Source: an optimization exercise on an open RTL-to-GDS flow (aim: small area). Production flows keep margins and buffers that such runs may drop.
Only simulation tests tie the RTL to the original design; equivalence was not proved.
The flow treats the clock pin as an ideal source, which a real chip does not have.
Power and IR drop assume default switching activity.

==> flow/design.v (excerpt) <==
module ALU_P2(RS1,RS2,OPC,ALU_OUT,ALU,Jump,clock);
input [31:0]RS1;
input [31:0]RS2;
input [5:0]OPC;
input clock;
output [31:0]ALU_OUT;
output [31:0]ALU;
output Jump;
reg [31:0]ALU;
wire op_add  = (OPC==6'd1) | (OPC==6'd3) | (OPC==6'd4) | (OPC==6'd19);
wire op_sub  = (OPC==6'd2) | (OPC==6'd20);
wire op_cmp  = (OPC>=6'd6) & (OPC<=6'd11);
wire op_mov  = (OPC==6'd5) | (OPC==6'd16);
wire op_and  = (OPC==6'd12);
wire op_or   = (OPC==6'd13);
wire op_xor  = (OPC==6'd14);
wire op_not  = (OPC==6'd15);
wire op_shl  = (OPC==6'd17);
wire op_shr  = (OPC==6'd18);
wire op_hold = (OPC==6'd0) | (OPC>=6'd21);
wire sub = op_sub | op_cmp;
wire U, V, nU, nV;
wire s_sum = op_add | op_sub;               
wire s_p   = op_xor | op_mov | op_not;      
wire s_g   = op_and;                        
wire s_h   = op_hold;                       
wire ns_p = ~s_p;
wire ns_g = ~s_g;
wire big = |RS2[31:5];
wire en  = (op_shl | op_shr) & ~big;
m_decu udu (.U(U), .NU(nU), .o(OPC[4:0]));
m_decv udv (.V(V), .NV(nV), .o(OPC[4:0]));
wire [31:0] bt;       
wire [31:0] pp;       
wire [31:0] gg;       
  ...
Size: about 560 cells after synthesis, ~140 I/O pins.
clock: 10.0 ns
lec_check: 0
cap_margin: 10
core_margin: 2
core_utilization: 40
cts_buf_list: sky130_fd_sc_hd__clkbuf_4
place_density: 0.6
slew_margin: 10
synth_hierarchical: 1
standard.sh (not shown) runs the stock make flow with config.mk's settings and CLKGATE_MAP_FILE= SYNTH_SCRIPT=/design/flow/synth_recipe.tcl, a recipe that flattens the netlist after the stock synthesis.
==> flow/flow/run.sh <==
#!/bin/bash
# Own layout flow: the standard flow (standard.sh) with these changes:
#  - the port buffers are buf_1, the smallest buffer, rather than the resizer's default choice;
#  - before floorplanning, every cell gets its smallest-area variant (area recovery); the
#    standard repair steps then resize wherever timing, slew or load need it;
#  - placement, resizing, CTS and global-route repairs buffer with buf_1/buf_2 only;
#  - clock tree synthesis with clkbuf_4 buffers and without dummy loads.
# make's full output goes to standard_flow.log; ORFS's per-step logs stay under orfs/logs/.
set -euo pipefail
cd "$(dirname "$0")/.."
here=$(pwd)
sb=$here/flow/smallbuf.tcl
bash standard.sh \
  "PRE_FLOORPLAN_TCL=$here/flow/downsize.tcl" \
  "BUFFER_PORTS_ARGS=-buffer_cell sky130_fd_sc_hd__buf_1" \
  "PRE_GLOBAL_PLACE_TCL=$sb" "PRE_RESIZE_TCL=$sb" "PRE_CTS_TCL=$sb" "PRE_GLOBAL_ROUTE_TCL=$sb" \
  "CTS_ARGS=-sink_clustering_enable -repair_clock_nets -buf_list sky130_fd_sc_hd__clkbuf_4 -dont_use_dummy_load" \
  finish > "$here/standard_flow.log" 2>&1
==> flow/flow/downsize.tcl <==
# Area recovery before floorplanning: give every cell with a smaller-area variant of the same
set_dont_use $::env(DONT_USE_CELLS)
# function that variant. Later repair steps (floorplan repair_timing, placement repair_design,
# post-CTS/post-route timing repair) upsize again wherever timing, slew or load needs it.
set n 0
foreach inst [get_cells *] {
  set lc [get_lib_cells -of_objects $inst]
  set name [get_name $lc]
  if {![regexp {^(sky130_fd_sc_hd__[a-z0-9]+)_[0-9]+$} $name -> base]} { continue }
  if {[regexp {df|dl|conb|tap|fill|decap|clk} $base]} { continue }
  set best $name
  set best_area [get_property $lc area]
  foreach cand [get_lib_cells ${base}_*] {
    set cn [get_name $cand]
    if {![regexp "^${base}_\[0-9\]+\$" $cn]} { continue }
    if {[get_property $cand dont_use]} { continue }
    set a [get_property $cand area]
    if {$a < $best_area - 1e-6} { set best $cn; set best_area $a }
  }
  if {$best ne $name} {
    replace_cell $inst $best
    incr n
  }
}
puts "downsize: replaced $n cells with smaller variants"
==> flow/flow/smallbuf.tcl <==
set_dont_use [get_lib_cells {sky130_fd_sc_hd__buf_4 sky130_fd_sc_hd__buf_6 sky130_fd_sc_hd__buf_8 sky130_fd_sc_hd__buf_12 sky130_fd_sc_hd__buf_16 sky130_fd_sc_hd__bufbuf_8 sky130_fd_sc_hd__bufbuf_16}]
Then changed:
- PLACE_DENSITY: 0.6 -> 0.45
Worst setup slack loses 0.018 ns.
Utilization came out higher by 0.12 points.
Combinational power is about the same.
Wire length increases slightly.
Clock skew stays flat.
Critical path depth is unchanged.
Flip-flop and latch count is unchanged.
Then changed:
==> flow/flow/run.sh (replaced) <==
#!/bin/bash
# Own layout flow: the standard flow (standard.sh) with these changes:
#  - the port buffers are buf_1, the smallest buffer, rather than the resizer's default choice;
#  - before floorplanning, every cell gets its smallest-area variant (area recovery); the
#    standard repair steps then resize wherever timing, slew or load need it;
#  - clock tree synthesis with clkbuf_4 buffers and without dummy loads.
# make's full output goes to standard_flow.log; ORFS's per-step logs stay under orfs/logs/.
set -euo pipefail
cd "$(dirname "$0")/.."
here=$(pwd)
bash standard.sh \
  "PRE_FLOORPLAN_TCL=$here/flow/downsize.tcl" \
  "BUFFER_PORTS_ARGS=-buffer_cell sky130_fd_sc_hd__buf_1" \
  "CTS_ARGS=-sink_clustering_enable -repair_clock_nets -buf_list sky130_fd_sc_hd__clkbuf_4 -dont_use_dummy_load" \
  finish > "$here/standard_flow.log" 2>&1
removed: flow/flow/smallbuf.tcl
=>
- synthesized area stays the same
- total power barely changes
- maximum frequency went up by 0.87%
- cell count is lower by 0.81%
- global-route usage increases by 1.8 points
- via count hardly moves
- register-to-register slack is better by 0.12 ns
- setup slack gains 0.080 ns
- clock-buffer cell count does not change
- first-iteration DRC count came out higher by 16%

## port drivers added, routing unchanged
Ports are ideal in the flow. The routed layouts listed here were re-timed in OpenROAD.
Step 1 (the two cells are an assumption about what drives the block):
set clk [get_ports {clock}]
set_driving_cell -lib_cell sky130_fd_sc_hd__clkbuf_16 $clk
set_driving_cell -lib_cell sky130_fd_sc_hd__buf_2 [delete_from_list [all_inputs] $clk]
Step 2, shift: input delay + t, output delay - t, t = (earliest + latest rising clock arrival at the registers) / 2. This alone moves slack from input paths to output paths.
Three values: ideal ports, drivers, drivers and shift; two values: the first two.
run	t (ns)	slack for setup (ns)	hold slack, ns	worst slew at a driven data input, ns
the first run	0.380	0.707 / 0.679 / 0.679	1.619 / 1.619 / 1.619	0.04
the second run	0.383	0.689 / 0.665 / 0.665	1.605 / 1.605 / 1.605	0.04
the third run	0.380	0.769 / 0.743 / 0.743	1.595 / 1.595 / 1.595	0.04
After both steps every run listed still meets setup and hold. The setup slack of the first run, which loses most, moves by -0.028 ns with the drivers and by -0.028 ns with both steps.
